Context: an optimization exercise on an open-source flow, tuned for small area and a short achievable clock period. The choices shown serve that exercise and are no tape-out recipe.
In this exercise RTL edits were held to simulation tests only and were not proved equivalent to the original.
Power and IR drop assume default switching activity.

== red ==
// interrupt_controller
module interrupt_controller(
	pclk_i,
	prst_i,
	penable_i,
	pready_o,
	pwrite_i,
	paddr_i,
	pwdata_i,
	prdata_o,
	interrupt_active_i,
	interrupt_valid_o,
	interrupt_to_be_serviced_o,
	interrupt_serviced_i);
Size: ~370 cells after synthesis, about 39 I/O pins.
Settings: LEC_CHECK=0, ABC_AREA=1, CAP_MARGIN=20, CORE_MARGIN=2, CORE_UTILIZATION=65, CTS_BUF_LIST=sky130_fd_sc_hd__clkbuf_4, PLACE_DENSITY=0.8, SLEW_MARGIN=20; clock period 30.0 ns.
standard.sh (not shown) runs the stock make flow with config.mk's settings and CLKGATE_MAP_FILE= SYNTH_SCRIPT=/design/flow/synth_recipe.tcl, a recipe that flattens the netlist after the stock synthesis.
==> flow/flow/run.sh <==
#!/bin/bash
# Own layout flow: the standard flow (standard.sh) with
#  - the standard synthesis, except that ABC maps with flow/abc.script
#    (registers are mapped before ABC runs, so they are unchanged) and,
#    when flow/arb_core.v exists, the combinational module ic_arb_core is
#    read from that gate netlist (made by gen/gen_core.py) instead of
#    being synthesised from rtl/ic.v,
#  - smaller port buffers,
#  - timing repair aimed at a setup slack margin below the clock period.
# make's full output is in standard_flow.log; ORFS's step logs are in orfs/logs/.
set -euo pipefail
source flow/params.sh
export MY_ABC_SCRIPT=$PWD/flow/abc.script
args=("BUFFER_PORTS_ARGS=-buffer_cell $PORT_BUF" "SETUP_SLACK_MARGIN=$MARGIN")
if [[ "${OWN_ABC:-1}" == 1 ]]; then args+=("SYNTH_SCRIPT=$PWD/flow/synth.tcl"); fi
if [[ -f flow/arb_core.v ]]; then
  export ARB_CORE_NETLIST=$PWD/flow/arb_core.v
  args+=("SYNTH_CANONICALIZE_TCL=$PWD/flow/subst.tcl")
fi
if [[ -n "${CTS_ARGS:-}" ]]; then args+=("CTS_ARGS=$CTS_ARGS"); fi
bash standard.sh "${args[@]}" finish > standard_flow.log 2>&1
==> flow/flow/params.sh <==
PORT_BUF=sky130_fd_sc_hd__buf_1
MARGIN=0
CTS_ARGS="-sink_clustering_enable -repair_clock_nets -buf_list sky130_fd_sc_hd__clkbuf_4 -dont_use_dummy_load"
Other scripts of this flow, unchanged in this note and not shown: flow/flow/abc.script, flow/flow/arb_core.v, flow/flow/subst.tcl, flow/flow/synth.tcl
red: done, clean on timing, DRC and antenna
diff inputs: red => blue
==> flow/flow/params.sh <==
PORT_BUF=sky130_fd_sc_hd__buf_1
MARGIN=0
CTS_ARGS="-sink_clustering_enable -repair_clock_nets -buf_list sky130_fd_sc_hd__clkbuf_8 -dont_use_dummy_load"
diff --git a/flow/config.mk b/flow/config.mk
--- a/flow/config.mk
+++ b/flow/config.mk
@@ -9,6 +9,5 @@
 export CAP_MARGIN = 20
 export CORE_MARGIN = 2
-export CORE_UTILIZATION = 65
-export CTS_BUF_LIST = sky130_fd_sc_hd__clkbuf_4
-export PLACE_DENSITY = 0.8
+export CORE_UTILIZATION = 40
+export CTS_BUF_LIST = sky130_fd_sc_hd__clkbuf_8
 export SLEW_MARGIN = 20
Notes after the runs:
Number of routed nets with antenna violations: blue vs red identical
Worst setup timing slack at the placement stage ended up 0.071 ns higher on blue than on red.
Every stage of the flow completed for blue, and the final layout passed the timing, DRC and antenna checks.
Taking red as the reference, in blue final area has increased, aggregate global-route resource usage lower.
Compared with red, blue degrades global-route wire length before repair.
The inputs of green differ from those of blue as listed below.
diff --git a/flow/flow/run.sh b/flow/flow/run.sh
--- a/flow/flow/run.sh
+++ b/flow/flow/run.sh
@@ -19,3 +19,4 @@
 fi
 if [[ -n "${CTS_ARGS:-}" ]]; then args+=("CTS_ARGS=$CTS_ARGS"); fi
-bash standard.sh "${args[@]}" finish > standard_flow.log 2>&1
+if [[ -n "${EXTRA:-}" ]]; then for kv in $EXTRA; do args+=("$kv"); done; fi
+bash standard.sh "${args[@]}" "${FLOW_TARGET:-finish}" > standard_flow.log 2>&1
==> flow/flow/params.sh <==
PORT_BUF=sky130_fd_sc_hd__buf_1
MARGIN=20.5
CTS_ARGS="-sink_clustering_enable -repair_clock_nets -buf_list sky130_fd_sc_hd__clkbuf_4 -dont_use_dummy_load"
diff --git a/flow/config.mk b/flow/config.mk
--- a/flow/config.mk
+++ b/flow/config.mk
@@ -9,5 +9,6 @@
 export CAP_MARGIN = 20
 export CORE_MARGIN = 2
-export CORE_UTILIZATION = 40
-export CTS_BUF_LIST = sky130_fd_sc_hd__clkbuf_8
+export CORE_UTILIZATION = 65
+export CTS_BUF_LIST = sky130_fd_sc_hd__clkbuf_4
+export PLACE_DENSITY = 0.8
 export SLEW_MARGIN = 20
Findings:
- The power drawn by the combinational cells in green was higher than what blue gave.
- Power share of the clock group delta for green relative to blue: 6.0 points lower
- Side by side, power turned out lower in green than in blue.
- The lower die width came out of green.
- Total length of routed met2 wires: lower on blue
Setup changes, green to orange
diff --git a/flow/flow/run.sh b/flow/flow/run.sh
--- a/flow/flow/run.sh
+++ b/flow/flow/run.sh
@@ -19,4 +19,3 @@
 fi
 if [[ -n "${CTS_ARGS:-}" ]]; then args+=("CTS_ARGS=$CTS_ARGS"); fi
-if [[ -n "${EXTRA:-}" ]]; then for kv in $EXTRA; do args+=("$kv"); done; fi
-bash standard.sh "${args[@]}" "${FLOW_TARGET:-finish}" > standard_flow.log 2>&1
+bash standard.sh "${args[@]}" finish > standard_flow.log 2>&1
==> flow/flow/params.sh <==
PORT_BUF=sky130_fd_sc_hd__buf_1
MARGIN=20.5
CTS_ARGS="-sink_clustering_enable -repair_clock_nets -buf_list sky130_fd_sc_hd__clkbuf_8 -dont_use_dummy_load"
diff --git a/flow/config.mk b/flow/config.mk
--- a/flow/config.mk
+++ b/flow/config.mk
@@ -9,6 +9,5 @@
 export CAP_MARGIN = 20
 export CORE_MARGIN = 2
-export CORE_UTILIZATION = 65
-export CTS_BUF_LIST = sky130_fd_sc_hd__clkbuf_4
-export PLACE_DENSITY = 0.8
+export CORE_UTILIZATION = 40
+export CTS_BUF_LIST = sky130_fd_sc_hd__clkbuf_8
 export SLEW_MARGIN = 20
--- outcome ---
- On orange: critical path depth is 13% lower than what green gave.
- [orange] clock skew fell 0.0092 ns relative to green
- Between green and orange, the flow reports placer congestion estimate increasing slightly.
- First-iteration detailed-routing DRC count ends up lower on orange.
- Diff green -> orange: clock transition at the registers of the reported paths went down 0.03 ns; cell total after placement went up 12%.
- Relative to green, the total power of orange is higher by 16 uW.
- Detailed-routed wire length on met2 (lower): green
- Looking at non-clock buffer count across orange and green, the one that comes out lower is orange.

-- static timing again, ports no longer ideal --
In the flow no input, the clock included, has a driving cell. The finished layouts below were timed again as built, in two steps.
Step 1 assumes that a clkbuf_16 drives the clock port and a buf_2 every other input.
Step 2, shift: input delay + t, output delay - t, t = (earliest + latest rising clock arrival at the registers) / 2. This alone moves slack from input paths to output paths.
Slacks: ideal ports / drivers / drivers and shift; pairs: ideal ports / drivers.
run	t, ns	setup WS [ns]	worst hold slack (ns)	cell pins on the clock port's net
red	0.441	20.017 / 20.026 / 19.585	0.478 / 0.478 / 0.478	1
blue	0.381	20.122 / 20.136 / 19.755	0.504 / 0.504 / 0.504	1
green	0.453	20.577 / 20.586 / 20.134	0.478 / 0.478 / 0.478	1
orange	0.383	20.628 / 20.643 / 20.260	0.504 / 0.504 / 0.504	1
After both steps setup and hold are still met in every run listed. The setup slack of green, which loses most, moves by +0.009 ns with the drivers and by -0.443 ns with both steps.
